This design comes from an exercise in tuning for small area and a short achievable clock period on the open sky130 flow, not from production work.
In this exercise RTL edits were held to simulation tests only and were not proved equivalent to the original.

[config.mk]
export PLATFORM = sky130hd
export DESIGN_NAME = AXIS_linear_regression_v1_0
export DESIGN_NICKNAME = AXIS_linear_regression_v1_0
export VERILOG_FILES = /design/flow/design.v
export SDC_FILE = /design/flow/constraint.sdc
export NUM_CORES = 8
export LEC_CHECK = 0
export CAP_MARGIN = 20
export CORE_MARGIN = 2
export CORE_UTILIZATION = 40
export CTS_CLUSTER_DIAMETER = 55
export CTS_CLUSTER_SIZE = 28
export SLEW_MARGIN = 20
export SYNTH_HIERARCHICAL = 1
export SYNTH_MINIMUM_KEEP_SIZE = 0
[constraint.sdc]
create_clock -name core_clock -period 22.0 [get_ports {aclk}]
set_input_delay 4.4000 -clock core_clock [delete_from_list [all_inputs] [get_ports {aclk}]]
set_output_delay 4.4000 -clock core_clock [all_outputs]
set_load 0.01 [all_outputs]
[design.v]
`timescale 1 ns / 1 ps
module AXIS_linear_regression_v1_0 #
	(
		parameter M = 8,
		parameter N = 3,
		parameter integer C_S00_AXIS_TDATA_WIDTH	= 32,
		parameter integer C_M00_AXIS_TDATA_WIDTH	= 32,
		parameter integer C_M00_AXIS_START_COUNT	= 32
	)
	(
		input wire  aclk,
		input wire  aresetn,
		output wire  s00_axis_tready,
		input wire [C_S00_AXIS_TDATA_WIDTH-1 : 0] s00_axis_tdata,
		input wire  s00_axis_tlast,
		input wire  s00_axis_tvalid,
		output wire  m00_axis_tvalid,
		output wire [C_M00_AXIS_TDATA_WIDTH-1 : 0] m00_axis_tdata,
		output wire  m00_axis_tlast,
		input wire  m00_axis_tready
	);
    reg        tready_r;
    reg  [2:0] vdly, ldly;
    reg        tvalid_r, tlast_r;
    reg  [31:0] tdata_r;
    reg  [1:0] col;         
    reg  [3:0] row;         
    reg        pending;     
    reg  [1:0] w;           
    assign s00_axis_tready = tready_r;
    assign m00_axis_tvalid = tvalid_r;
    assign m00_axis_tlast  = tlast_r;
    assign m00_axis_tdata  = tdata_r;
    wire take = s00_axis_tvalid & tready_r & ~pending;
    wire xrow = ~row[3];
    wire nz = row != 4'd0;              
    wire [15:0] bus16 = s00_axis_tdata[15:0];
    wire [15:0] enc;
    wire [7:0] encn;
    genvar g;
    generate for (g = 0; g < 8; g = g + 1) begin : be
        wire am1 = (g == 0) ? 1'b0 : bus16[2*g-1];
        wire a0 = bus16[2*g], a1 = bus16[2*g+1];
        assign enc[2*g]   = a0 ^ am1;
        assign enc[2*g+1] = (a1 & ~a0 & ~am1) | (~a1 & a0 & am1);
        assign encn[g]    = a1;
    end endgenerate
    reg [15:0] E0, E1, E2;
    reg [7:0] N0, N1, N2;
    wire ld0 = ~xrow | (col == 2'd0);
    wire ld1 = ~xrow | (col == 2'd1);
    wire ld2 = ~xrow | (col == 2'd2);
    wire flip = take & xrow & (col == 2'd3);
    reg [31:0] R0a, R0b, R0c;           
    reg [31:0] R1a, R1b;                
    reg [31:0] A22;
    reg [31:0] B0, B1, B2;              
    wire [31:0] busx = (col == 2'd3) ? s00_axis_tdata : {{16{s00_axis_tdata[15]}}, bus16};
    reg [31:0] Q0, Q1, Q2;
    reg sx0, sx1, sx2, sx3;             
    reg st;                             
    reg cR0, cB0, cR1, cB1, cR2, cB2;
    always @(posedge aclk) begin
        if (ld0) E0 <= enc;
        if (ld1) E1 <= enc;
        if (ld2) E2 <= enc;
        if (ld0 | flip) N0 <= ld0 ? encn : ~N0;
        if (ld1 | flip) N1 <= ld1 ? encn : ~N1;
        if (ld2 | flip) N2 <= ld2 ? encn : ~N2;
        Q0 <= xrow ? busx : R0a;
        Q1 <= xrow ? busx : (col == 2'd0) ? R0b : R1a;
        Q2 <= xrow ? busx : (col == 2'd0) ? R0c : (col == 2'd1) ? R1b : A22;
        if (!aresetn) begin
            tready_r <= 1'b0;
            vdly <= 3'b0; ldly <= 3'b0;
            tvalid_r <= 1'b0; tlast_r <= 1'b0;
            col <= 2'd0; row <= 4'd0;
            pending <= 1'b0; w <= 2'd0;
            {sx0, sx1, sx2, sx3, st} <= 5'b0;
            {cR0, cB0, cR1, cB1, cR2, cB2} <= 6'b0;
        end else begin
            tready_r <= m00_axis_tready;
            vdly <= {vdly[1:0], s00_axis_tvalid};
            ldly <= {ldly[1:0], s00_axis_tlast};
            tvalid_r <= vdly[2];
            tlast_r <= ldly[2];
            sx0 <= take & xrow & (col == 2'd0);
            sx1 <= take & xrow & (col == 2'd1);
            sx2 <= take & xrow & (col == 2'd2);
            sx3 <= take & xrow & (col == 2'd3);
            st  <= take & ~xrow & (col != 2'd3);
            cR0 <= take & xrow & nz & (col != 2'd3);
            cB0 <= take & (xrow ? nz & (col == 2'd3) : (col != 2'd3));
            cR1 <= take & xrow & nz & (col == 2'd1 || col == 2'd2);
            cB1 <= take & (xrow ? nz & (col == 2'd3) : 1'b1);
            cR2 <= take & xrow & nz & (col == 2'd2);
            cB2 <= take & (xrow ? nz & col[0] : 1'b1);
            if (take) begin
                col <= col + 2'd1;
                if (col == 2'd3) row <= row + 4'd1;
                if (~xrow && col == 2'd3) pending <= 1'b1;
            end
            if (pending & m00_axis_tready) begin
                w <= (w == 2'd2) ? 2'd0 : w + 2'd1;
                if (w == 2'd2) begin
                    pending <= 1'b0;
                    row <= 4'd0;
                    col <= 2'd0;
                end
            end
        end
    end
    wire tload = pending & m00_axis_tready;
    wire [31:0] gw = (w == 2'd0) ? B0 : (w == 2'd1) ? B1 : B2;
    always @(posedge aclk)
        tdata_r <= ({32{tload & aresetn}} & gw) | ({32{~tload & aresetn}} & tdata_r);
    wire [31:0] c0 = ({32{cR0}} & R0a) | ({32{cB0}} & B0);
    wire [31:0] r0;
    mac u0 (E0, N0, Q0, c0, r0);
    wire [31:0] c1 = ({32{cR1}} & R1a) | ({32{cB1}} & B1);
    wire [31:0] r1;
    mac u1 (E1, N1, Q1, c1, r1);
    wire [31:0] c2 = ({32{cR2}} & A22) | ({32{cB2}} & B2);
    wire [31:0] r2;
    mac u2 (E2, N2, Q2, c2, r2);
    wire wa0 = sx0 | sx1 | sx2 | (take & ~xrow & (col != 2'd3));
    wire wa1 = sx1 | sx2 | (take & ~xrow & (col == 2'd1));
    always @(posedge aclk) begin
        if (wa0) begin
            R0a <= R0b;
            R0b <= R0c;
            R0c <= r0;
        end
        if (wa1) begin
            R1a <= R1b;
            R1b <= r1;
        end
        if (sx2) A22 <= r2;
        if (sx3 | st) begin B0 <= r0; B1 <= r1; B2 <= r2; end
    end
endmodule
module mac(input [15:0] e, input [7:0] n, input [31:0] b, input [31:0] c, output [31:0] r);
wire one0 = e[0];
wire two0 = e[1];
wire neg0 = n[0];
wire one1 = e[2];
wire two1 = e[3];
wire neg1 = n[1];
wire one2 = e[4];
wire two2 = e[5];
wire neg2 = n[2];
wire one3 = e[6];
wire two3 = e[7];
wire neg3 = n[3];
wire one4 = e[8];
wire two4 = e[9];
wire neg4 = n[4];
wire one5 = e[10];
wire two5 = e[11];
wire neg5 = n[5];
wire one6 = e[12];
wire two6 = e[13];
wire neg6 = n[6];
wire one7 = e[14];
wire two7 = e[15];
wire neg7 = n[7];
wire p0_0, p0_1; bpp2z u_p0_0(one0, two0, neg0, b[0], b[1], p0_0, p0_1);
wire p0_2, p0_3; bpp2 u_p0_2(one0, two0, neg0, b[1], b[2], b[3], p0_2, p0_3);
wire p0_4, p0_5; bpp2 u_p0_4(one0, two0, neg0, b[3], b[4], b[5], p0_4, p0_5);
wire p0_6, p0_7; bpp2 u_p0_6(one0, two0, neg0, b[5], b[6], b[7], p0_6, p0_7);
wire p0_8, p0_9; bpp2 u_p0_8(one0, two0, neg0, b[7], b[8], b[9], p0_8, p0_9);
wire p0_10, p0_11; bpp2 u_p0_10(one0, two0, neg0, b[9], b[10], b[11], p0_10, p0_11);
wire p0_12, p0_13; bpp2 u_p0_12(one0, two0, neg0, b[11], b[12], b[13], p0_12, p0_13);
wire p0_14, p0_15; bpp2 u_p0_14(one0, two0, neg0, b[13], b[14], b[15], p0_14, p0_15);
wire p0_16, p0_17; bpp2 u_p0_16(one0, two0, neg0, b[15], b[16], b[17], p0_16, p0_17);
wire p0_18, p0_19; bpp2 u_p0_18(one0, two0, neg0, b[17], b[18], b[19], p0_18, p0_19);
wire p0_20, p0_21; bpp2 u_p0_20(one0, two0, neg0, b[19], b[20], b[21], p0_20, p0_21);
wire p0_22, p0_23; bpp2 u_p0_22(one0, two0, neg0, b[21], b[22], b[23], p0_22, p0_23);
wire p0_24, p0_25; bpp2 u_p0_24(one0, two0, neg0, b[23], b[24], b[25], p0_24, p0_25);
wire p0_26, p0_27; bpp2 u_p0_26(one0, two0, neg0, b[25], b[26], b[27], p0_26, p0_27);
wire p0_28, p0_29; bpp2 u_p0_28(one0, two0, neg0, b[27], b[28], b[29], p0_28, p0_29);
wire p0_30, p0_31; bpp2 u_p0_30(one0, two0, neg0, b[29], b[30], b[31], p0_30, p0_31);
wire p1_0, p1_1; bpp2z u_p1_0(one1, two1, neg1, b[0], b[1], p1_0, p1_1);
wire p1_2, p1_3; bpp2 u_p1_2(one1, two1, neg1, b[1], b[2], b[3], p1_2, p1_3);
wire p1_4, p1_5; bpp2 u_p1_4(one1, two1, neg1, b[3], b[4], b[5], p1_4, p1_5);
wire p1_6, p1_7; bpp2 u_p1_6(one1, two1, neg1, b[5], b[6], b[7], p1_6, p1_7);
wire p1_8, p1_9; bpp2 u_p1_8(one1, two1, neg1, b[7], b[8], b[9], p1_8, p1_9);
wire p1_10, p1_11; bpp2 u_p1_10(one1, two1, neg1, b[9], b[10], b[11], p1_10, p1_11);
wire p1_12, p1_13; bpp2 u_p1_12(one1, two1, neg1, b[11], b[12], b[13], p1_12, p1_13);
wire p1_14, p1_15; bpp2 u_p1_14(one1, two1, neg1, b[13], b[14], b[15], p1_14, p1_15);
wire p1_16, p1_17; bpp2 u_p1_16(one1, two1, neg1, b[15], b[16], b[17], p1_16, p1_17);
wire p1_18, p1_19; bpp2 u_p1_18(one1, two1, neg1, b[17], b[18], b[19], p1_18, p1_19);
wire p1_20, p1_21; bpp2 u_p1_20(one1, two1, neg1, b[19], b[20], b[21], p1_20, p1_21);
wire p1_22, p1_23; bpp2 u_p1_22(one1, two1, neg1, b[21], b[22], b[23], p1_22, p1_23);
wire p1_24, p1_25; bpp2 u_p1_24(one1, two1, neg1, b[23], b[24], b[25], p1_24, p1_25);
wire p1_26, p1_27; bpp2 u_p1_26(one1, two1, neg1, b[25], b[26], b[27], p1_26, p1_27);
wire p1_28, p1_29; bpp2 u_p1_28(one1, two1, neg1, b[27], b[28], b[29], p1_28, p1_29);
wire p2_0, p2_1; bpp2z u_p2_0(one2, two2, neg2, b[0], b[1], p2_0, p2_1);
wire p2_2, p2_3; bpp2 u_p2_2(one2, two2, neg2, b[1], b[2], b[3], p2_2, p2_3);
wire p2_4, p2_5; bpp2 u_p2_4(one2, two2, neg2, b[3], b[4], b[5], p2_4, p2_5);
wire p2_6, p2_7; bpp2 u_p2_6(one2, two2, neg2, b[5], b[6], b[7], p2_6, p2_7);
wire p2_8, p2_9; bpp2 u_p2_8(one2, two2, neg2, b[7], b[8], b[9], p2_8, p2_9);
wire p2_10, p2_11; bpp2 u_p2_10(one2, two2, neg2, b[9], b[10], b[11], p2_10, p2_11);
wire p2_12, p2_13; bpp2 u_p2_12(one2, two2, neg2, b[11], b[12], b[13], p2_12, p2_13);
wire p2_14, p2_15; bpp2 u_p2_14(one2, two2, neg2, b[13], b[14], b[15], p2_14, p2_15);
wire p2_16, p2_17; bpp2 u_p2_16(one2, two2, neg2, b[15], b[16], b[17], p2_16, p2_17);
wire p2_18, p2_19; bpp2 u_p2_18(one2, two2, neg2, b[17], b[18], b[19], p2_18, p2_19);
wire p2_20, p2_21; bpp2 u_p2_20(one2, two2, neg2, b[19], b[20], b[21], p2_20, p2_21);
wire p2_22, p2_23; bpp2 u_p2_22(one2, two2, neg2, b[21], b[22], b[23], p2_22, p2_23);
wire p2_24, p2_25; bpp2 u_p2_24(one2, two2, neg2, b[23], b[24], b[25], p2_24, p2_25);
wire p2_26, p2_27; bpp2 u_p2_26(one2, two2, neg2, b[25], b[26], b[27], p2_26, p2_27);
wire p3_0, p3_1; bpp2z u_p3_0(one3, two3, neg3, b[0], b[1], p3_0, p3_1);
wire p3_2, p3_3; bpp2 u_p3_2(one3, two3, neg3, b[1], b[2], b[3], p3_2, p3_3);
wire p3_4, p3_5; bpp2 u_p3_4(one3, two3, neg3, b[3], b[4], b[5], p3_4, p3_5);
wire p3_6, p3_7; bpp2 u_p3_6(one3, two3, neg3, b[5], b[6], b[7], p3_6, p3_7);
wire p3_8, p3_9; bpp2 u_p3_8(one3, two3, neg3, b[7], b[8], b[9], p3_8, p3_9);
wire p3_10, p3_11; bpp2 u_p3_10(one3, two3, neg3, b[9], b[10], b[11], p3_10, p3_11);
wire p3_12, p3_13; bpp2 u_p3_12(one3, two3, neg3, b[11], b[12], b[13], p3_12, p3_13);
wire p3_14, p3_15; bpp2 u_p3_14(one3, two3, neg3, b[13], b[14], b[15], p3_14, p3_15);
wire p3_16, p3_17; bpp2 u_p3_16(one3, two3, neg3, b[15], b[16], b[17], p3_16, p3_17);
wire p3_18, p3_19; bpp2 u_p3_18(one3, two3, neg3, b[17], b[18], b[19], p3_18, p3_19);
wire p3_20, p3_21; bpp2 u_p3_20(one3, two3, neg3, b[19], b[20], b[21], p3_20, p3_21);
wire p3_22, p3_23; bpp2 u_p3_22(one3, two3, neg3, b[21], b[22], b[23], p3_22, p3_23);
wire p3_24, p3_25; bpp2 u_p3_24(one3, two3, neg3, b[23], b[24], b[25], p3_24, p3_25);
wire p4_0, p4_1; bpp2z u_p4_0(one4, two4, neg4, b[0], b[1], p4_0, p4_1);
wire p4_2, p4_3; bpp2 u_p4_2(one4, two4, neg4, b[1], b[2], b[3], p4_2, p4_3);
wire p4_4, p4_5; bpp2 u_p4_4(one4, two4, neg4, b[3], b[4], b[5], p4_4, p4_5);
wire p4_6, p4_7; bpp2 u_p4_6(one4, two4, neg4, b[5], b[6], b[7], p4_6, p4_7);
wire p4_8, p4_9; bpp2 u_p4_8(one4, two4, neg4, b[7], b[8], b[9], p4_8, p4_9);
wire p4_10, p4_11; bpp2 u_p4_10(one4, two4, neg4, b[9], b[10], b[11], p4_10, p4_11);
wire p4_12, p4_13; bpp2 u_p4_12(one4, two4, neg4, b[11], b[12], b[13], p4_12, p4_13);
wire p4_14, p4_15; bpp2 u_p4_14(one4, two4, neg4, b[13], b[14], b[15], p4_14, p4_15);
wire p4_16, p4_17; bpp2 u_p4_16(one4, two4, neg4, b[15], b[16], b[17], p4_16, p4_17);
wire p4_18, p4_19; bpp2 u_p4_18(one4, two4, neg4, b[17], b[18], b[19], p4_18, p4_19);
wire p4_20, p4_21; bpp2 u_p4_20(one4, two4, neg4, b[19], b[20], b[21], p4_20, p4_21);
wire p4_22, p4_23; bpp2 u_p4_22(one4, two4, neg4, b[21], b[22], b[23], p4_22, p4_23);
wire p5_0, p5_1; bpp2z u_p5_0(one5, two5, neg5, b[0], b[1], p5_0, p5_1);
wire p5_2, p5_3; bpp2 u_p5_2(one5, two5, neg5, b[1], b[2], b[3], p5_2, p5_3);
wire p5_4, p5_5; bpp2 u_p5_4(one5, two5, neg5, b[3], b[4], b[5], p5_4, p5_5);
wire p5_6, p5_7; bpp2 u_p5_6(one5, two5, neg5, b[5], b[6], b[7], p5_6, p5_7);
wire p5_8, p5_9; bpp2 u_p5_8(one5, two5, neg5, b[7], b[8], b[9], p5_8, p5_9);
wire p5_10, p5_11; bpp2 u_p5_10(one5, two5, neg5, b[9], b[10], b[11], p5_10, p5_11);
wire p5_12, p5_13; bpp2 u_p5_12(one5, two5, neg5, b[11], b[12], b[13], p5_12, p5_13);
wire p5_14, p5_15; bpp2 u_p5_14(one5, two5, neg5, b[13], b[14], b[15], p5_14, p5_15);
wire p5_16, p5_17; bpp2 u_p5_16(one5, two5, neg5, b[15], b[16], b[17], p5_16, p5_17);
wire p5_18, p5_19; bpp2 u_p5_18(one5, two5, neg5, b[17], b[18], b[19], p5_18, p5_19);
wire p5_20, p5_21; bpp2 u_p5_20(one5, two5, neg5, b[19], b[20], b[21], p5_20, p5_21);
wire p6_0, p6_1; bpp2z u_p6_0(one6, two6, neg6, b[0], b[1], p6_0, p6_1);
wire p6_2, p6_3; bpp2 u_p6_2(one6, two6, neg6, b[1], b[2], b[3], p6_2, p6_3);
wire p6_4, p6_5; bpp2 u_p6_4(one6, two6, neg6, b[3], b[4], b[5], p6_4, p6_5);
wire p6_6, p6_7; bpp2 u_p6_6(one6, two6, neg6, b[5], b[6], b[7], p6_6, p6_7);
wire p6_8, p6_9; bpp2 u_p6_8(one6, two6, neg6, b[7], b[8], b[9], p6_8, p6_9);
wire p6_10, p6_11; bpp2 u_p6_10(one6, two6, neg6, b[9], b[10], b[11], p6_10, p6_11);
wire p6_12, p6_13; bpp2 u_p6_12(one6, two6, neg6, b[11], b[12], b[13], p6_12, p6_13);
wire p6_14, p6_15; bpp2 u_p6_14(one6, two6, neg6, b[13], b[14], b[15], p6_14, p6_15);
wire p6_16, p6_17; bpp2 u_p6_16(one6, two6, neg6, b[15], b[16], b[17], p6_16, p6_17);
wire p6_18, p6_19; bpp2 u_p6_18(one6, two6, neg6, b[17], b[18], b[19], p6_18, p6_19);
wire p7_0, p7_1; bpp2z u_p7_0(one7, two7, neg7, b[0], b[1], p7_0, p7_1);
wire p7_2, p7_3; bpp2 u_p7_2(one7, two7, neg7, b[1], b[2], b[3], p7_2, p7_3);
wire p7_4, p7_5; bpp2 u_p7_4(one7, two7, neg7, b[3], b[4], b[5], p7_4, p7_5);
wire p7_6, p7_7; bpp2 u_p7_6(one7, two7, neg7, b[5], b[6], b[7], p7_6, p7_7);
wire p7_8, p7_9; bpp2 u_p7_8(one7, two7, neg7, b[7], b[8], b[9], p7_8, p7_9);
wire p7_10, p7_11; bpp2 u_p7_10(one7, two7, neg7, b[9], b[10], b[11], p7_10, p7_11);
wire p7_12, p7_13; bpp2 u_p7_12(one7, two7, neg7, b[11], b[12], b[13], p7_12, p7_13);
wire p7_14, p7_15; bpp2 u_p7_14(one7, two7, neg7, b[13], b[14], b[15], p7_14, p7_15);
wire p7_16, p7_17; bpp2 u_p7_16(one7, two7, neg7, b[15], b[16], b[17], p7_16, p7_17);
wire n1;
wire n2;
ha un2 (p0_14, p1_12, n1, n2);
wire n3;
wire n4;
ha un4 (p0_15, p1_13, n3, n4);
wire n5;
wire n6;
ha un6 (p0_16, p1_14, n5, n6);
wire n7;
wire n8;
ha un8 (p0_17, p1_15, n7, n8);
wire n9;
wire n10;
ha un10 (p0_18, p1_16, n9, n10);
wire n11;
wire n12;
ha un12 (p0_19, p1_17, n11, n12);
wire n13;
wire n14;
ha un14 (p0_20, p1_18, n13, n14);
wire n15;
wire n16;
ha un16 (p0_21, p1_19, n15, n16);
wire n17;
wire n18;
ha un18 (p0_22, p1_20, n17, n18);
wire n19;
wire n20;
ha un20 (p0_23, p1_21, n19, n20);
wire n21;
wire n22;
ha un22 (p0_24, p1_22, n21, n22);
wire n23;
wire n24;
ha un24 (p0_25, p1_23, n23, n24);
wire n25;
wire n26;
ha un26 (p0_26, p1_24, n25, n26);
wire n27;
wire n28;
ha un28 (p0_27, p1_25, n27, n28);
wire n29;
wire n30;
ha un30 (p0_28, p1_26, n29, n30);
wire n31;
wire n32;
ha un32 (p0_29, p1_27, n31, n32);
wire n33;
wire n34;
ha un34 (p0_30, p1_28, n33, n34);
wire n35;
wire n36;
ha un36 (p0_31, p1_29, n35, n36);
wire n37;
wire n38;
ha un38 (p0_8, p1_6, n37, n38);
wire n39;
wire n40;
ha un40 (p0_9, p1_7, n39, n40);
wire n41;
wire n42;
fa un42 (p0_10, p1_8, p2_6, n41, n42);
wire n43;
wire n44;
ha un44 (p3_4, p4_2, n43, n44);
wire n45;
wire n46;
fa un46 (p0_11, p1_9, p2_7, n45, n46);
wire n47;
wire n48;
ha un48 (p3_5, p4_3, n47, n48);
wire n49;
wire n50;
fa un50 (p0_12, p1_10, p2_8, n49, n50);
wire n51;
wire n52;
fa un52 (p3_6, p4_4, p5_2, n51, n52);
wire n53;
wire n54;
ha un54 (p6_0, neg6, n53, n54);
wire n55;
wire n56;
fa un56 (p0_13, p1_11, p2_9, n55, n56);
wire n57;
wire n58;
fa un58 (p3_7, p4_5, p5_3, n57, n58);
wire n59;
wire n60;
ha un60 (p6_1, c[13], n59, n60);
wire n61;
wire n62;
fa un62 (n1, p2_10, p3_8, n61, n62);
wire n63;
wire n64;
fa un64 (p4_6, p5_4, p6_2, n63, n64);
wire n65;
wire n66;
fa un66 (p7_0, neg7, c[14], n65, n66);
wire n67;
wire n68;
fa un68 (n2, n3, p2_11, n67, n68);
wire n69;
wire n70;
fa un70 (p3_9, p4_7, p5_5, n69, n70);
wire n71;
wire n72;
fa un72 (p6_3, p7_1, c[15], n71, n72);
wire n73;
wire n74;
fa un74 (n4, n5, p2_12, n73, n74);
wire n75;
wire n76;
fa un76 (p3_10, p4_8, p5_6, n75, n76);
wire n77;
wire n78;
fa un78 (p6_4, p7_2, c[16], n77, n78);
wire n79;
wire n80;
fa un80 (n6, n7, p2_13, n79, n80);
wire n81;
wire n82;
fa un82 (p3_11, p4_9, p5_7, n81, n82);
wire n83;
wire n84;
fa un84 (p6_5, p7_3, c[17], n83, n84);
wire n85;
wire n86;
fa un86 (n8, n9, p2_14, n85, n86);
wire n87;
wire n88;
fa un88 (p3_12, p4_10, p5_8, n87, n88);
wire n89;
wire n90;
fa un90 (p6_6, p7_4, c[18], n89, n90);
wire n91;
wire n92;
fa un92 (n10, n11, p2_15, n91, n92);
wire n93;
wire n94;
fa un94 (p3_13, p4_11, p5_9, n93, n94);
wire n95;
wire n96;
fa un96 (p6_7, p7_5, c[19], n95, n96);
wire n97;
wire n98;
fa un98 (n12, n13, p2_16, n97, n98);
wire n99;
wire n100;
fa un100 (p3_14, p4_12, p5_10, n99, n100);
wire n101;
wire n102;
fa un102 (p6_8, p7_6, c[20], n101, n102);
wire n103;
wire n104;
fa un104 (n14, n15, p2_17, n103, n104);
wire n105;
wire n106;
fa un106 (p3_15, p4_13, p5_11, n105, n106);
wire n107;
wire n108;
fa un108 (p6_9, p7_7, c[21], n107, n108);
wire n109;
wire n110;
fa un110 (n16, n17, p2_18, n109, n110);
wire n111;
wire n112;
fa un112 (p3_16, p4_14, p5_12, n111, n112);
wire n113;
wire n114;
fa un114 (p6_10, p7_8, c[22], n113, n114);
wire n115;
wire n116;
fa un116 (n18, n19, p2_19, n115, n116);
wire n117;
wire n118;
fa un118 (p3_17, p4_15, p5_13, n117, n118);
wire n119;
wire n120;
fa un120 (p6_11, p7_9, c[23], n119, n120);
wire n121;
wire n122;
fa un122 (n20, n21, p2_20, n121, n122);
wire n123;
wire n124;
fa un124 (p3_18, p4_16, p5_14, n123, n124);
wire n125;
wire n126;
fa un126 (p6_12, p7_10, c[24], n125, n126);
wire n127;
wire n128;
fa un128 (n22, n23, p2_21, n127, n128);
wire n129;
wire n130;
fa un130 (p3_19, p4_17, p5_15, n129, n130);
wire n131;
wire n132;
fa un132 (p6_13, p7_11, c[25], n131, n132);
wire n133;
wire n134;
fa un134 (n24, n25, p2_22, n133, n134);
wire n135;
wire n136;
fa un136 (p3_20, p4_18, p5_16, n135, n136);
wire n137;
wire n138;
fa un138 (p6_14, p7_12, c[26], n137, n138);
wire n139;
wire n140;
fa un140 (n26, n27, p2_23, n139, n140);
wire n141;
wire n142;
fa un142 (p3_21, p4_19, p5_17, n141, n142);
wire n143;
wire n144;
fa un144 (p6_15, p7_13, c[27], n143, n144);
wire n145;
wire n146;
fa un146 (n28, n29, p2_24, n145, n146);
wire n147;
wire n148;
fa un148 (p3_22, p4_20, p5_18, n147, n148);
wire n149;
wire n150;
fa un150 (p6_16, p7_14, c[28], n149, n150);
wire n151;
wire n152;
fa un152 (n30, n31, p2_25, n151, n152);
wire n153;
wire n154;
fa un154 (p3_23, p4_21, p5_19, n153, n154);
wire n155;
wire n156;
fa un156 (p6_17, p7_15, c[29], n155, n156);
wire n157;
wire n158;
fa un158 (n32, n33, p2_26, n157, n158);
wire n159;
wire n160;
fa un160 (p3_24, p4_22, p5_20, n159, n160);
wire n161;
wire n162;
fa un162 (p6_18, p7_16, c[30], n161, n162);
wire n163;
wire n164;
fa un164 (n34, n35, p2_27, n163, n164);
wire n165;
wire n166;
fa un166 (p3_25, p4_23, p5_21, n165, n166);
wire n167;
wire n168;
fa un168 (p6_19, p7_17, c[31], n167, n168);
wire n169;
wire n170;
ha un170 (p0_4, p1_2, n169, n170);
wire n171;
wire n172;
ha un172 (p0_5, p1_3, n171, n172);
wire n173;
wire n174;
fa un174 (p0_6, p1_4, p2_2, n173, n174);
wire n175;
wire n176;
ha un176 (p3_0, neg3, n175, n176);
wire n177;
wire n178;
fa un178 (p0_7, p1_5, p2_3, n177, n178);
wire n179;
wire n180;
ha un180 (p3_1, c[7], n179, n180);
wire n181;
wire n182;
fa un182 (n37, p2_4, p3_2, n181, n182);
wire n183;
wire n184;
fa un184 (p4_0, neg4, c[8], n183, n184);
wire n185;
wire n186;
fa un186 (n38, n39, p2_5, n185, n186);
wire n187;
wire n188;
fa un188 (p3_3, p4_1, c[9], n187, n188);
wire n189;
wire n190;
fa un190 (n40, n41, n43, n189, n190);
wire n191;
wire n192;
fa un192 (p5_0, neg5, c[10], n191, n192);
wire n193;
wire n194;
fa un194 (n42, n44, n45, n193, n194);
wire n195;
wire n196;
fa un196 (n47, p5_1, c[11], n195, n196);
wire n197;
wire n198;
fa un198 (n46, n48, n49, n197, n198);
wire n199;
wire n200;
fa un200 (n51, n53, c[12], n199, n200);
wire n201;
wire n202;
fa un202 (n50, n52, n54, n201, n202);
wire n203;
wire n204;
fa un204 (n55, n57, n59, n203, n204);
wire n205;
wire n206;
fa un206 (n56, n58, n60, n205, n206);
wire n207;
wire n208;
fa un208 (n61, n63, n65, n207, n208);
wire n209;
wire n210;
fa un210 (n62, n64, n66, n209, n210);
wire n211;
wire n212;
fa un212 (n67, n69, n71, n211, n212);
wire n213;
wire n214;
fa un214 (n68, n70, n72, n213, n214);
wire n215;
wire n216;
fa un216 (n73, n75, n77, n215, n216);
wire n217;
wire n218;
fa un218 (n74, n76, n78, n217, n218);
wire n219;
wire n220;
fa un220 (n79, n81, n83, n219, n220);
wire n221;
wire n222;
fa un222 (n80, n82, n84, n221, n222);
wire n223;
wire n224;
fa un224 (n85, n87, n89, n223, n224);
wire n225;
wire n226;
fa un226 (n86, n88, n90, n225, n226);
wire n227;
wire n228;
fa un228 (n91, n93, n95, n227, n228);
wire n229;
wire n230;
fa un230 (n92, n94, n96, n229, n230);
wire n231;
wire n232;
fa un232 (n97, n99, n101, n231, n232);
wire n233;
wire n234;
fa un234 (n98, n100, n102, n233, n234);
wire n235;
wire n236;
fa un236 (n103, n105, n107, n235, n236);
wire n237;
wire n238;
fa un238 (n104, n106, n108, n237, n238);
wire n239;
wire n240;
fa un240 (n109, n111, n113, n239, n240);
wire n241;
wire n242;
fa un242 (n110, n112, n114, n241, n242);
wire n243;
wire n244;
fa un244 (n115, n117, n119, n243, n244);
wire n245;
wire n246;
fa un246 (n116, n118, n120, n245, n246);
wire n247;
wire n248;
fa un248 (n121, n123, n125, n247, n248);
wire n249;
wire n250;
fa un250 (n122, n124, n126, n249, n250);
wire n251;
wire n252;
fa un252 (n127, n129, n131, n251, n252);
wire n253;
wire n254;
fa un254 (n128, n130, n132, n253, n254);
wire n255;
wire n256;
fa un256 (n133, n135, n137, n255, n256);
wire n257;
wire n258;
fa un258 (n134, n136, n138, n257, n258);
wire n259;
wire n260;
fa un260 (n139, n141, n143, n259, n260);
wire n261;
wire n262;
fa un262 (n140, n142, n144, n261, n262);
wire n263;
wire n264;
fa un264 (n145, n147, n149, n263, n264);
wire n265;
wire n266;
fa un266 (n146, n148, n150, n265, n266);
wire n267;
wire n268;
fa un268 (n151, n153, n155, n267, n268);
wire n269;
wire n270;
fa un270 (n152, n154, n156, n269, n270);
wire n271;
wire n272;
fa un272 (n157, n159, n161, n271, n272);
wire n273;
wire n274;
fa un274 (n158, n160, n162, n273, n274);
wire n275;
wire n276;
fa un276 (n163, n165, n167, n275, n276);
wire n277;
wire n278;
ha un278 (p0_2, p1_0, n277, n278);
wire n279;
wire n280;
ha un280 (p0_3, p1_1, n279, n280);
wire n281;
wire n282;
fa un282 (n169, p2_0, neg2, n281, n282);
wire n283;
wire n284;
fa un284 (n170, n171, p2_1, n283, n284);
wire n285;
wire n286;
fa un286 (n172, n173, n175, n285, n286);
wire n287;
wire n288;
fa un288 (n174, n176, n177, n287, n288);
wire n289;
wire n290;
fa un290 (n178, n180, n181, n289, n290);
wire n291;
wire n292;
fa un292 (n182, n184, n185, n291, n292);
wire n293;
wire n294;
fa un294 (n186, n188, n189, n293, n294);
wire n295;
wire n296;
fa un296 (n190, n192, n193, n295, n296);
wire n297;
wire n298;
fa un298 (n194, n196, n197, n297, n298);
wire n299;
wire n300;
fa un300 (n198, n200, n201, n299, n300);
wire n301;
wire n302;
fa un302 (n202, n204, n205, n301, n302);
wire n303;
wire n304;
fa un304 (n206, n208, n209, n303, n304);
wire n305;
wire n306;
fa un306 (n210, n212, n213, n305, n306);
wire n307;
wire n308;
fa un308 (n214, n216, n217, n307, n308);
wire n309;
wire n310;
fa un310 (n218, n220, n221, n309, n310);
wire n311;
wire n312;
fa un312 (n222, n224, n225, n311, n312);
wire n313;
wire n314;
fa un314 (n226, n228, n229, n313, n314);
wire n315;
wire n316;
fa un316 (n230, n232, n233, n315, n316);
wire n317;
wire n318;
fa un318 (n234, n236, n237, n317, n318);
wire n319;
wire n320;
fa un320 (n238, n240, n241, n319, n320);
wire n321;
wire n322;
fa un322 (n242, n244, n245, n321, n322);
wire n323;
wire n324;
fa un324 (n246, n248, n249, n323, n324);
wire n325;
wire n326;
fa un326 (n250, n252, n253, n325, n326);
wire n327;
wire n328;
fa un328 (n254, n256, n257, n327, n328);
wire n329;
wire n330;
fa un330 (n258, n260, n261, n329, n330);
wire n331;
wire n332;
fa un332 (n262, n264, n265, n331, n332);
wire n333;
wire n334;
fa un334 (n266, n268, n269, n333, n334);
wire n335;
wire n336;
fa un336 (n270, n272, n273, n335, n336);
wire n337;
wire n338;
ha un338 (p0_0, neg0, n337, n338);
wire n339;
wire n340;
ha un340 (p0_1, c[1], n339, n340);
wire n341;
wire n342;
fa un342 (n277, neg1, c[2], n341, n342);
wire n343;
wire n344;
fa un344 (n278, n279, c[3], n343, n344);
wire n345;
wire n346;
fa un346 (n280, n281, c[4], n345, n346);
wire n347;
wire n348;
fa un348 (n282, n283, c[5], n347, n348);
wire n349;
wire n350;
fa un350 (n284, n285, c[6], n349, n350);
wire n351;
wire n352;
fa un352 (n286, n287, n179, n351, n352);
wire n353;
wire n354;
fa un354 (n288, n289, n183, n353, n354);
wire n355;
wire n356;
fa un356 (n290, n291, n187, n355, n356);
wire n357;
wire n358;
fa un358 (n292, n293, n191, n357, n358);
wire n359;
wire n360;
fa un360 (n294, n295, n195, n359, n360);
wire n361;
wire n362;
fa un362 (n296, n297, n199, n361, n362);
wire n363;
wire n364;
fa un364 (n298, n299, n203, n363, n364);
wire n365;
wire n366;
fa un366 (n300, n301, n207, n365, n366);
wire n367;
wire n368;
fa un368 (n302, n303, n211, n367, n368);
wire n369;
wire n370;
fa un370 (n304, n305, n215, n369, n370);
wire n371;
wire n372;
fa un372 (n306, n307, n219, n371, n372);
wire n373;
wire n374;
fa un374 (n308, n309, n223, n373, n374);
wire n375;
wire n376;
fa un376 (n310, n311, n227, n375, n376);
wire n377;
wire n378;
fa un378 (n312, n313, n231, n377, n378);
wire n379;
wire n380;
fa un380 (n314, n315, n235, n379, n380);
wire n381;
wire n382;
fa un382 (n316, n317, n239, n381, n382);
wire n383;
wire n384;
fa un384 (n318, n319, n243, n383, n384);
wire n385;
wire n386;
fa un386 (n320, n321, n247, n385, n386);
wire n387;
wire n388;
fa un388 (n322, n323, n251, n387, n388);
wire n389;
wire n390;
fa un390 (n324, n325, n255, n389, n390);
wire n391;
wire n392;
fa un392 (n326, n327, n259, n391, n392);
wire n393;
wire n394;
fa un394 (n328, n329, n263, n393, n394);
wire n395;
wire n396;
fa un396 (n330, n331, n267, n395, n396);
wire n397;
wire n398;
fa un398 (n332, n333, n271, n397, n398);
wire n399;
wire n400;
fa un400 (n334, n335, n275, n399, n400);
wire [31:0] s0 = {n398, n396, n394, n392, n390, n388, n386, n384, n382, n380, n378, n376, n374, n372, n370, n368, n366, n364, n362, n360, n358, n356, n354, n352, n350, n348, n346, n344, n342, n340, n338, n337};
wire [31:0] s1 = {n399, n397, n395, n393, n391, n389, n387, n385, n383, n381, n379, n377, n375, n373, n371, n369, n367, n365, n363, n361, n359, n357, n355, n353, n351, n349, n347, n345, n343, n341, n339, c[0]};
add32 u_cpa(s0, s1, r);
endmodule
module fa(input a, input b, input c, output s, output co);
assign s = a ^ b ^ c;
assign co = (a & b) | (a & c) | (b & c);
endmodule
module ha(input a, input b, output s, output co);
assign s = a ^ b;
assign co = a & b;
endmodule
module bpp2(input one, input two, input neg, input bm1, input b0, input b1, output p0, output p1);
assign p0 = ((one & b0) | (two & bm1)) ^ neg;
assign p1 = ((one & b1) | (two & b0)) ^ neg;
endmodule
module bpp2z(input one, input two, input neg, input b0, input b1, output p0, output p1);
assign p0 = (one & b0) ^ neg;
assign p1 = ((one & b1) | (two & b0)) ^ neg;
endmodule
module add32(input [31:0] a, input [31:0] b, output [31:0] s);
wire q1;
wire q2;
pgc u_pg0(a[0], b[0], q1, q2);
wire q3;
wire q4;
pgc u_pg1(a[1], b[1], q3, q4);
wire q5;
wire q6;
pgc u_pg2(a[2], b[2], q5, q6);
wire q7;
wire q8;
pgc u_pg3(a[3], b[3], q7, q8);
wire q9;
wire q10;
pgc u_pg4(a[4], b[4], q9, q10);
wire q11;
wire q12;
pgc u_pg5(a[5], b[5], q11, q12);
wire q13;
wire q14;
pgc u_pg6(a[6], b[6], q13, q14);
wire q15;
wire q16;
pgc u_pg7(a[7], b[7], q15, q16);
wire q17;
wire q18;
pgc u_pg8(a[8], b[8], q17, q18);
wire q19;
wire q20;
pgc u_pg9(a[9], b[9], q19, q20);
wire q21;
wire q22;
pgc u_pg10(a[10], b[10], q21, q22);
wire q23;
wire q24;
pgc u_pg11(a[11], b[11], q23, q24);
wire q25;
wire q26;
pgc u_pg12(a[12], b[12], q25, q26);
wire q27;
wire q28;
pgc u_pg13(a[13], b[13], q27, q28);
wire q29;
wire q30;
pgc u_pg14(a[14], b[14], q29, q30);
wire q31;
wire q32;
pgc u_pg15(a[15], b[15], q31, q32);
wire q33;
wire q34;
pgc u_pg16(a[16], b[16], q33, q34);
wire q35;
wire q36;
pgc u_pg17(a[17], b[17], q35, q36);
wire q37;
wire q38;
pgc u_pg18(a[18], b[18], q37, q38);
wire q39;
wire q40;
pgc u_pg19(a[19], b[19], q39, q40);
wire q41;
wire q42;
pgc u_pg20(a[20], b[20], q41, q42);
wire q43;
wire q44;
pgc u_pg21(a[21], b[21], q43, q44);
wire q45;
wire q46;
pgc u_pg22(a[22], b[22], q45, q46);
wire q47;
wire q48;
pgc u_pg23(a[23], b[23], q47, q48);
wire q49;
wire q50;
pgc u_pg24(a[24], b[24], q49, q50);
wire q51;
wire q52;
pgc u_pg25(a[25], b[25], q51, q52);
wire q53;
wire q54;
pgc u_pg26(a[26], b[26], q53, q54);
wire q55;
wire q56;
pgc u_pg27(a[27], b[27], q55, q56);
wire q57;
wire q58;
pgc u_pg28(a[28], b[28], q57, q58);
wire q59;
wire q60;
pgc u_pg29(a[29], b[29], q59, q60);
wire q61;
wire q62;
pgc u_pg30(a[30], b[30], q61, q62);
wire q63;
wire q64;
pgc u_pg31(a[31], b[31], q63, q64);
wire q65;
gray u_g65(q3, q4, q1, q65);
wire q66;
wire q67;
dot u_d67(q7, q8, q5, q6, q66, q67);
wire q68;
wire q69;
dot u_d69(q11, q12, q9, q10, q68, q69);
wire q70;
wire q71;
dot u_d71(q15, q16, q13, q14, q70, q71);
wire q72;
wire q73;
dot u_d73(q19, q20, q17, q18, q72, q73);
wire q74;
wire q75;
dot u_d75(q23, q24, q21, q22, q74, q75);
wire q76;
wire q77;
dot u_d77(q27, q28, q25, q26, q76, q77);
wire q78;
wire q79;
dot u_d79(q31, q32, q29, q30, q78, q79);
wire q80;
wire q81;
dot u_d81(q35, q36, q33, q34, q80, q81);
wire q82;
wire q83;
dot u_d83(q39, q40, q37, q38, q82, q83);
wire q84;
wire q85;
dot u_d85(q43, q44, q41, q42, q84, q85);
wire q86;
wire q87;
dot u_d87(q47, q48, q45, q46, q86, q87);
wire q88;
wire q89;
dot u_d89(q51, q52, q49, q50, q88, q89);
wire q90;
wire q91;
dot u_d91(q55, q56, q53, q54, q90, q91);
wire q92;
wire q93;
dot u_d93(q59, q60, q57, q58, q92, q93);
wire q94;
wire q95;
dot u_d95(q63, q64, q61, q62, q94, q95);
wire q96;
gray u_g96(q66, q67, q65, q96);
wire q97;
wire q98;
dot u_d98(q68, q69, q66, q67, q97, q98);
wire q99;
wire q100;
dot u_d100(q70, q71, q68, q69, q99, q100);
wire q101;
wire q102;
dot u_d102(q72, q73, q70, q71, q101, q102);
wire q103;
wire q104;
dot u_d104(q74, q75, q72, q73, q103, q104);
wire q105;
wire q106;
dot u_d106(q76, q77, q74, q75, q105, q106);
wire q107;
wire q108;
dot u_d108(q78, q79, q76, q77, q107, q108);
wire q109;
wire q110;
dot u_d110(q80, q81, q78, q79, q109, q110);
wire q111;
wire q112;
dot u_d112(q82, q83, q80, q81, q111, q112);
wire q113;
wire q114;
dot u_d114(q84, q85, q82, q83, q113, q114);
wire q115;
wire q116;
dot u_d116(q86, q87, q84, q85, q115, q116);
wire q117;
wire q118;
dot u_d118(q88, q89, q86, q87, q117, q118);
wire q119;
wire q120;
dot u_d120(q90, q91, q88, q89, q119, q120);
wire q121;
wire q122;
dot u_d122(q92, q93, q90, q91, q121, q122);
wire q123;
wire q124;
dot u_d124(q94, q95, q92, q93, q123, q124);
wire q125;
gray u_g125(q97, q98, q65, q125);
wire q126;
gray u_g126(q99, q100, q96, q126);
wire q127;
wire q128;
dot u_d128(q101, q102, q97, q98, q127, q128);
wire q129;
wire q130;
dot u_d130(q103, q104, q99, q100, q129, q130);
wire q131;
wire q132;
dot u_d132(q105, q106, q101, q102, q131, q132);
wire q133;
wire q134;
dot u_d134(q107, q108, q103, q104, q133, q134);
wire q135;
wire q136;
dot u_d136(q109, q110, q105, q106, q135, q136);
wire q137;
wire q138;
dot u_d138(q111, q112, q107, q108, q137, q138);
wire q139;
wire q140;
dot u_d140(q113, q114, q109, q110, q139, q140);
wire q141;
wire q142;
dot u_d142(q115, q116, q111, q112, q141, q142);
wire q143;
wire q144;
dot u_d144(q117, q118, q113, q114, q143, q144);
wire q145;
wire q146;
dot u_d146(q119, q120, q115, q116, q145, q146);
wire q147;
wire q148;
dot u_d148(q121, q122, q117, q118, q147, q148);
wire q149;
wire q150;
dot u_d150(q123, q124, q119, q120, q149, q150);
wire q151;
gray u_g151(q127, q128, q65, q151);
wire q152;
gray u_g152(q129, q130, q96, q152);
wire q153;
gray u_g153(q131, q132, q125, q153);
wire q154;
gray u_g154(q133, q134, q126, q154);
wire q155;
wire q156;
dot u_d156(q135, q136, q127, q128, q155, q156);
wire q157;
wire q158;
dot u_d158(q137, q138, q129, q130, q157, q158);
wire q159;
wire q160;
dot u_d160(q139, q140, q131, q132, q159, q160);
wire q161;
wire q162;
dot u_d162(q141, q142, q133, q134, q161, q162);
wire q163;
wire q164;
dot u_d164(q143, q144, q135, q136, q163, q164);
wire q165;
wire q166;
dot u_d166(q145, q146, q137, q138, q165, q166);
wire q167;
wire q168;
dot u_d168(q147, q148, q139, q140, q167, q168);
wire q169;
wire q170;
dot u_d170(q149, q150, q141, q142, q169, q170);
wire q171;
gray u_g171(q155, q156, q65, q171);
wire q172;
gray u_g172(q157, q158, q96, q172);
wire q173;
gray u_g173(q159, q160, q125, q173);
wire q174;
gray u_g174(q161, q162, q126, q174);
wire q175;
gray u_g175(q163, q164, q151, q175);
wire q176;
gray u_g176(q165, q166, q152, q176);
wire q177;
gray u_g177(q167, q168, q153, q177);
wire q178;
gray u_g178(q169, q170, q154, q178);
wire q179;
gray u_g179(q5, q6, q65, q179);
wire q180;
gray u_g180(q9, q10, q96, q180);
wire q181;
gray u_g181(q13, q14, q125, q181);
wire q182;
gray u_g182(q17, q18, q126, q182);
wire q183;
gray u_g183(q21, q22, q151, q183);
wire q184;
gray u_g184(q25, q26, q152, q184);
wire q185;
gray u_g185(q29, q30, q153, q185);
wire q186;
gray u_g186(q33, q34, q154, q186);
wire q187;
gray u_g187(q37, q38, q171, q187);
wire q188;
gray u_g188(q41, q42, q172, q188);
wire q189;
gray u_g189(q45, q46, q173, q189);
wire q190;
gray u_g190(q49, q50, q174, q190);
wire q191;
gray u_g191(q53, q54, q175, q191);
wire q192;
gray u_g192(q57, q58, q176, q192);
wire q193;
gray u_g193(q61, q62, q177, q193);
assign s[0] = q2;
xr u_x1(q4, q1, s[1]);
xr u_x2(q6, q65, s[2]);
xr u_x3(q8, q179, s[3]);
xr u_x4(q10, q96, s[4]);
xr u_x5(q12, q180, s[5]);
xr u_x6(q14, q125, s[6]);
xr u_x7(q16, q181, s[7]);
xr u_x8(q18, q126, s[8]);
xr u_x9(q20, q182, s[9]);
xr u_x10(q22, q151, s[10]);
xr u_x11(q24, q183, s[11]);
xr u_x12(q26, q152, s[12]);
xr u_x13(q28, q184, s[13]);
xr u_x14(q30, q153, s[14]);
xr u_x15(q32, q185, s[15]);
xr u_x16(q34, q154, s[16]);
xr u_x17(q36, q186, s[17]);
xr u_x18(q38, q171, s[18]);
xr u_x19(q40, q187, s[19]);
xr u_x20(q42, q172, s[20]);
xr u_x21(q44, q188, s[21]);
xr u_x22(q46, q173, s[22]);
xr u_x23(q48, q189, s[23]);
xr u_x24(q50, q174, s[24]);
xr u_x25(q52, q190, s[25]);
xr u_x26(q54, q175, s[26]);
xr u_x27(q56, q191, s[27]);
xr u_x28(q58, q176, s[28]);
xr u_x29(q60, q192, s[29]);
xr u_x30(q62, q177, s[30]);
xr u_x31(q64, q193, s[31]);
endmodule
module pgc(input a, input b, output g, output p);
assign g = a & b;
assign p = a ^ b;
endmodule
module dot(input g1, input p1, input g0, input p0, output g, output p);
assign g = g1 | (p1 & g0);
assign p = p1 & p0;
endmodule
module gray(input g1, input p1, input g0, output g);
assign g = g1 | (p1 & g0);
endmodule
module xr(input a, input b, output y);
assign y = a ^ b;
endmodule
[flow/run.sh]
#!/bin/bash
# The standard layout, with the port buffers made from buf_4 instead of the default cell,
# the resizer's timing repair aiming at 16.45 ns of setup slack, and no dummy loads in the
# clock tree
set -euo pipefail
bash standard.sh finish 'BUFFER_PORTS_ARGS=-buffer_cell sky130_fd_sc_hd__buf_4' SETUP_SLACK_MARGIN=16.45 SKIP_GATE_CLONING=1 \
  'CTS_ARGS=-sink_clustering_enable -repair_clock_nets -sink_clustering_size 28 -sink_clustering_max_diameter 55 -dont_use_dummy_load' > standard.log 2>&1
[standard.sh]
#!/bin/bash
# synth_recipe.tcl (not shown) runs the flow's synth.tcl, then flattens the netlist and writes it again
# the make line also repeats each setting of config.mk as NAME=value (left out here)
make -C /OpenROAD-flow-scripts/flow DESIGN_CONFIG=/design/flow/config.mk WORK_HOME=/design/flow/orfs CLKGATE_MAP_FILE= SYNTH_SCRIPT=/design/flow/synth_recipe.tcl "${@:-finish}"
==> flow_summary.json, run 1 <==
{
  "reg2reg_slack_ns": 16.53,
  "startpoint_of_the_worst_setup_timing_path": "tdata_r[31]",
  "detailedRoute.firstPassIterationCount": 6,
  "grt_max_degree": 66,
  "netlist_instances": 3576,
  "detailedRoute.firstIterationViolations": 4184,
  "arrival_time_worst_endpoint_ns": 1.16,
  "fp.dieArea_um2": 114000,
  "antenna_found_initial": 2,
  "floorplan.initialDensity_pct": 40.3,
  "cts-root-to-sink-buffers": 3,
  "cp_cell_sequence": "buf_6",
  "timing.final.hold_violations": 0,
  "critPathCapture": "m00_axis_tdata[31]",
  "placement.io_buffers": 71,
  "clock_tree_from_tritoncts": "yes",
  "dp_hpwl_mm": 113,
  "core_region_area_um2": 111000,
  "grt_usage_pct": 27.1,
  "fillerInstances": 10300,
  "relSlewSlack_pct": 25.7,
  "flow.area_growth_from_synthesis_pct": 9.51,
  "worst_ep_required_time_ns": 17.60,
  "syn_area_per_cell_um2": 12.5,
  "drc_errors": 0,
  "whs_path_cells": 1,
  "clock_skew_ns": 0.106,
  "mappedNetlistArea_um2": 44600,
  "core.rowCount": 122,
  "r2r_cells": 15,
  "vias": 32400,
  "number_of_synthesis_warnings": 7,
  "async_reset_ff_share_pct": 0,
  "grt_setup_unrepaired": "true",
  "synthDistinctLibCells": 53,
  "worst_setup_path_end_kind": "output pin",
  "clock_insertion_delay_worst_skew_ns": 0.63,
  "cts-hold-fix-buffers": 0,
  "grt-ovfl-total": 0,
  "synth-seq-cells": 517,
  "synth_enable_flop_cells": 360,
  "cts_sinks": 517,
  "timing.critical_path.fanout_max": 2,
  "detailedPlace.worstSlack_ns": 15.19,
  "n_antenna_cell": 0,
  "report.final.slew_viol_count": 0,
  "crit_type": "register to output pin",
  "period_needed_ns": 5.56,
  "drt-wirelength-per-cell_um": 30.2,
  "hold_path_class": "register to register",
  "worst_path_dominant_cell_family": "flip-flops",
  "worst_r2r_endpoint": "B1[19]",
  "grt_pass1_wl_mm": 227,
  "finalWeightedCongestion": 0.954,
  "numCtsBuffers": 42,
  "fin_nets": 4445,
  "clock_tree.root_cell": "clkbuf_16",
  "critPathMaxStageDelay_ns": 0.42,
  "status": "timing/DRC/antenna clean",
  "achievable-frequency_mhz": 180,
  "cp_slowest_cell": "dfxtp_4",
  "detail-route-antenna-nets": 0,
  "synth_sequential_area_ratio_pct": 31.3,
  "period_share_pct": 25.3,
  "drive_gt1_share_pct": 10.2,
  "io_pins": 72,
  "setup_total_negative_slack_ns": 0,
  "die_h_um": 338,
  "clkTransAtPathRegs_ns": 0.09,
  "level_count_of_the_clock_h_tree": 2,
  "setup.worst_path.start_class": "register",
  "setup_viol": 0,
  "critical_path_cell_count": 1,
  "synthesis.nets": 4315,
  "die_span_in_x_um": 338,
  "actual_slew_at_the_worst_max_slew_pin_ns": 1.11,
  "timing.critical_path.buf_inv": 1,
  "grt_pass1_vias": 32100,
  "fin_util_pct": 44.2,
  "routed_wirelength_mm": 157,
  "reg2reg_from": "E1[11]",
  "ys.flop_type": "edfxtp_1",
  "layout_setup_ws_ns": 16.44,
  "post_drt_via_cell_ratio": 6.24,
  "max_capacitance_violation_total": 0
}
==> area by class of cell <==
class / count / area [um^2] / share of cell area (%)
multi-input combinational: 2947 / 30200 / 61.8
sequential: 517 / 14100 / 28.8
tap: 1488 / 1860 / 3.81
timing repair buffer: 176 / 1570 / 3.23
clock buffer: 42 / 1050 / 2.15
inverter: 22 / 82.6 / 0.169
==> per-stage QoR <==
| step | hold WS [ns] | cell area [um^2] | cells |
|---|---|---|---|
| final | 0.425 | 48800 | 5192 |
| after global routing | 0.440 | 48800 | 5192 |
| after CTS | 0.421 | 48400 | 5175 |
| after detailed placement | 0.421 | 47200 | 5128 |
| after global placement | 0.415 | 47200 | 5128 |
| after floorplan | 0.412 | 44600 | 3576 |
==> how the worst min path moves through the flow <==
| stage | from | to | slack (ns) |
|---|---|---|---|
| after floorplan | ldly[0] | ldly[1] | 0.41 |
| after global placement | ldly[1] | ldly[2] | 0.42 |
| after detailed placement | ldly[1] | ldly[2] | 0.42 |
| after CTS | ldly[0] | ldly[1] | 0.42 |
| after global routing | ldly[0] | ldly[1] | 0.44 |
| final | ldly[0] | ldly[1] | 0.43 |
==> placed cells by master, fill, tap and decap left out, types with 5 or more instances in the layout <==
cell type and n:
ha_1 196, xor2_2 7, mux2i_1 65, a21o_1 224
and2_1 147, nand2b_1 7, a22oi_1 551, a21oi_1 50
xor2_1 93, inv_1 22, edfxtp_1 360, o2bb2ai_1 31
nand2_1 85, mux2_2 32, a211oi_2 10, a211oi_1 11
a22oi_2 25, fa_1 504, a21oi_2 6, buf_4 129
o21ai_0 56, buf_6 33, buf_8 8, clkbuf_16 42
dfxtp_4 21, a221oi_1 32, o21ai_1 25, dfxtp_1 101
a211oi_4 10, buf_12 5, a22o_1 96, nor2_1 46
xnor2_1 602, dfxtp_2 35
==> per-module statistics from Yosys, one instance, submodules excluded, excerpt <==
module	cells inside	copies in the design	flops+latches
xr	1	93	0
AXIS_linear_regression_v1_0	1224	1	517
bpp2z	4	24	0
dot	2	135	0
pgc	1	96	0
ha	1	96	0
==> synthesized netlist by cell type (22+ instances only) <==
library cell / number / area share [%]
xnor2_1: 602 / 12
a22oi_1: 552 / 9.3
fa_1: 504 / 23
edfxtp_1: 360 / 24
a21o_1: 225 / 3.8
ha_1: 198 / 5.6
dfxtp_1: 157 / 7.1
and2_1: 147 / 2.1
xor2_1: 100 / 2.0
a22o_1: 96 / 1.9
nand2_1: 85 / 0.72
mux2i_1: 65 / 1.5
o21ai_0: 57 / 0.64
a21oi_1: 50 / 0.56
nor2_1: 47 / 0.40
clkbuf_1: 40 / 0.34
a221oi_1: 32 / 0.63
mux2_2: 32 / 0.81
o2bb2ai_1: 31 / 0.61
buf_2: 30 / 0.34
o21ai_1: 25 / 0.28
a22oi_2: 24 / 0.67
inv_1: 22 / 0.19
==> cell families after synthesis <==
logic type | share of synthesized area [%]
buffers and inverters | 1.24
muxes | 2.27
AOI/OAI and AO/OA | 19.5
DFF | 31.3
and+or+nand+nor | 3.72
adders and majority gates | 28.2
xor gates and xnor gates | 13.8
==> metal layers <==
| layer | GRT usage (%) | part of all wire, % |
|---|---|---|
| met1 | 39.7 | 43 |
| met2 | 39.5 | 43 |
| met3 | 5.83 | 10 |
| met4 | 9.08 | 3.8 |
| met5 | 0 | 0.0083 |
==> sequential cells by signal, summed over array words and instances, names as in the netlist, 3 cells and up <==
signal / count
R1a: 32
N1: 8
row: 4
B1: 32
E0: 16
R0a: 32
Q2: 32
tdata_r: 32
R1b: 32
R0c: 32
E1: 16
ldly: 3
Q0: 32
R0b: 32
A22: 32
N2: 8
E2: 16
B0: 32
N0: 8
Q1: 32
B2: 32
vdly: 3
==> timing repair <==
action | 4_1_cts | 5_1_grt
setup endpoints to repair | 145 | 82
setup buffers | 5 | 16
resized for setup | 75 | 39
pin swaps | 1 | 0
==> inputs of run 2 (changes only) <==
--- a/flow/run.sh
+++ b/flow/run.sh
@@ -4,4 +4,4 @@
 # clock tree
 set -euo pipefail
-bash standard.sh finish 'BUFFER_PORTS_ARGS=-buffer_cell sky130_fd_sc_hd__buf_4' SETUP_SLACK_MARGIN=16.45 SKIP_GATE_CLONING=1 \
+bash standard.sh finish 'BUFFER_PORTS_ARGS=-buffer_cell sky130_fd_sc_hd__buf_4' SETUP_SLACK_MARGIN=16.45 TNS_END_PERCENT=0 \
   'CTS_ARGS=-sink_clustering_enable -repair_clock_nets -sink_clustering_size 28 -sink_clustering_max_diameter 55 -dont_use_dummy_load' > standard.log 2>&1
==> run 2 against run 1 <==
  * Highest routed layer is now met4
  * Via count barely moved
  * Utilization down 0.15 points
  * Register-to-register slack got worse by 0.06 ns
  * Setup slack got worse by 0.056 ns
  * Non-clock buffer count fell by 1
  * Design area down 0.34%
==> flow_summary.json, run 2 <==
{
  "synthXorXnorAreaFrac_pct": 13.8,
  "layout_setup_ws_ns": 16.39,
  "clock_skew_ns": 0.0988,
  "netlist_instances": 3576,
  "cp_cell_sequence": "buf_4",
  "synthesis.nets": 4315,
  "dp_hpwl_mm": 114,
  "level_count_of_the_clock_h_tree": 2,
  "drt-wirelength-per-cell_um": 30.0,
  "antenna_found_initial": 2,
  "fin_util_pct": 44.0,
  "syn_area_per_cell_um2": 12.5,
  "cp_slowest_cell": "dfxtp_1",
  "period_needed_ns": 5.61,
  "relSlewSlack_pct": 31.6,
  "post_drt_via_cell_ratio": 6.23,
  "arrival_time_worst_endpoint_ns": 1.21,
  "synthDominantAreaCellType": "edfxtp_1",
  "fp.dieArea_um2": 114000,
  "cts-hold-fix-buffers": 0,
  "timing.critical_path.fanout_max": 2,
  "worst_ep_required_time_ns": 17.60,
  "die_span_in_x_um": 338,
  "most_common_cell_after_layout_fill_and_taps_aside": "xnor2_1",
  "worst_hold_slack_ns": 0.414,
  "setup_viol": 0,
  "yosys-mux-area-fraction_pct": 2.27,
  "n_antenna_cell": 0,
  "achievable-frequency_mhz": 178,
  "clkTransAtPathRegs_ns": 0.10,
  "detailedPlace.worstSlack_ns": 15.53,
  "grt-ovfl-total": 0,
  "timing.final.hold_violations": 0,
  "routed_wirelength_mm": 156,
  "layout.cell_area.non_filler_um2": 48600,
  "flow.area_growth_from_synthesis_pct": 9.14,
  "setup.worst_path.start_class": "register",
  "status": "timing/DRC/antenna clean",
  "numCtsBuffers": 45,
  "grt_usage_pct": 27.3,
  "synth.cells.most_frequent": "602 x xnor2_1, 552 x a22oi_1, 504 x fa_1, 360 x edfxtp_1, 225 x a21o_1",
  "detail-route-antenna-nets": 0,
  "async_reset_ff_share_pct": 0,
  "hold_path_class": "register to register",
  "register_area_um2": 14000,
  "share_of_the_synthesized_area_in_compound_gates_ao_oa_aoi_oai_pct": 19.5,
  "timing.critical_path.buf_inv": 1,
  "period_share_pct": 25.5,
  "finalWeightedCongestion": 0.950,
  "cts-root-to-sink-buffers": 3,
  "synth-seq-cells": 517,
  "reg2reg_slack_ns": 16.47,
  "io_pins": 72,
  "synthMostInstantiatedCell": "xnor2_1",
  "clock_insertion_delay_worst_skew_ns": 0.63,
  "placement.cell_area_um2": 47200,
  "actual_slew_at_the_worst_max_slew_pin_ns": 1.03,
  "grt_pass1_vias": 32400,
  "multi_input_comb_area_um2": 30100,
  "worst_setup_path_end_kind": "output pin",
  "crit_type": "register to output pin",
  "drc_errors": 0,
  "clock_tree.root_cell": "clkbuf_16",
  "dominant_combinational_cell_family_by_area_after_synthesis": "adder cells",
  "placement.io_buffers": 71,
  "worst_path_dominant_cell_family": "flip-flops",
  "fillerInstances": 10200,
  "vias": 32400,
  "grt_setup_unrepaired": "true",
  "core.rowCount": 122,
  "synthSimpleGateAreaFrac_pct": 3.72,
  "yosys.area.top_type_share_pct": 24.3,
  "most_frequent_cells_in_the_layout": "602 x xnor2_1, 552 x a22oi_1, 504 x fa_1",
  "detailedRoute.firstPassIterationCount": 6,
  "core_region_area_um2": 111000,
  "floorplan.initialDensity_pct": 40.3,
  "cts_sinks": 517,
  "report.final.slew_viol_count": 0,
  "dpl.cell_count": 5137,
  "ys.flop_type": "edfxtp_1",
  "netlist_top_cells_area": "edfxtp_1 24%, fa_1 23%, xnor2_1 12%, a22oi_1 9.3%, dfxtp_1 7.1%",
  "synthDistinctLibCells": 53,
  "grt_max_degree": 65,
  "grt_pass1_wl_mm": 230,
  "max_capacitance_violation_total": 0,
  "clock_tree_from_tritoncts": "yes",
  "synth_sequential_area_ratio_pct": 31.3,
  "final-instance-count-excl-fill": 5194,
  "synth_fa_ha_area_share_pct": 28.2,
  "fin_nets": 4447,
  "mappedNetlistArea_um2": 44600,
  "die_h_um": 338,
  "setup_total_negative_slack_ns": 0,
  "synth_enable_flop_cells": 360,
  "detailedRoute.firstIterationViolations": 3820,
  "number_of_synthesis_warnings": 7,
  "critPathMaxStageDelay_ns": 0.45,
  "drive_gt1_share_pct": 9.61
}
==> run 2: changes by cell type in the layout (fill, tap and decap cells not counted), moves of 2 or more <==
| cell | previous run | this run |
|---|---|---|
| buf_12 | 5 | 3 |
| buf_4 | 129 | 157 |
| buf_6 | 33 | 7 |
| clkbuf_16 | 42 | 45 |
| dfxtp_1 | 101 | 117 |
| dfxtp_2 | 35 | 37 |
| dfxtp_4 | 21 | 3 |
| xor2_1 | 93 | 99 |
| xor2_2 | 7 | 1 |
==> run 2: worst paths after layout <==
| check | startpoint | cells after the start | endpoint |
|---|---|---|---|
| hold / removal | R0c[10] | 0 | R0b[10] |
| setup / recovery | tdata_r[5] | 1 | m00_axis_tdata[5] |
| setup reg to reg | E1[1] | 16 | B1[27] |
| hold reg to reg | R0c[10] | 0 | R0b[10] |
==> run 2: timing repair <==
item                       4_1_cts  5_1_grt
setup buffers                    1        7
hold endpoints to repair         0        0
setup endpoints to repair      123      229
resized for setup               22       28
==> run 2: cells by family (layout without fill, tap and decap cells) <==
family	count (synthesis)	in the layout
compound gates	1133	1133
buf+inv	112	242
fa+ha+maj	702	702
mux	97	97
flops	517	517
xor+xnor	702	702
simple gates	313	313
==> run 2: routing by layer <==
layer,vias up,routed length [um],GRT usage (%)
li1,13500,-,-
met1,16700,66100,40.0
met2,1883,67100,39.9
met3,229,16400,5.60
met4,0,6050,9.64
met5,-,0,0
==> run 2: cell type report <==
class | count | share of cell area (%)
Tap cell | 1488 | 3.83
Inverter | 22 | 0.170
Sequential cell | 517 | 28.8
Multi-Input combinational cell | 2947 | 61.9
Timing Repair Buffer | 175 | 2.98
Clock buffer | 45 | 2.32
==> run 2: per-module statistics from Yosys (local to each module, per instance), a selection <==
module / cells inside / times used
add32: 1 / 3
ha: 1 / 96
AXIS_linear_regression_v1_0: 1224 / 1
dot: 2 / 135
fa: 1 / 504
bpp2: 4 / 276
xr: 1 / 93
bpp2z: 4 / 24
gray: 1 / 90
pgc: 1 / 96

-- port drivers added, routing unchanged --
How much do the figures lean on ideal ports? The routed layouts below were timed once more, with nothing changed but the port constraints. Step 1 (the two cells are an assumption about what drives the block):
set clk [get_ports {aclk}]
set_driving_cell -lib_cell sky130_fd_sc_hd__clkbuf_16 $clk
set_driving_cell -lib_cell sky130_fd_sc_hd__buf_2 [delete_from_list [all_inputs] $clk]
Step 2 also shifts input and output timing later by t, the mid clock arrival at the registers, as if the neighbouring blocks saw the same clock. a / b / c = ideal ports / drivers / drivers and shift; a / b = the first two.
run | shift t [ns] | slack for setup (ns) | worst setup path after step 2 | slew at the worst register clock pin (ns)
run 1 | 0.638 | 16.445 / 16.379 / 15.913 | input to register | 0.10 / 0.10
run 2 | 0.639 | 16.389 / 16.326 / 15.805 | input to register | 0.10 / 0.10
After both steps setup and hold are still met in every run listed. The setup slack of run 2, which loses most, moves by -0.063 ns with the drivers and by -0.584 ns with both steps.
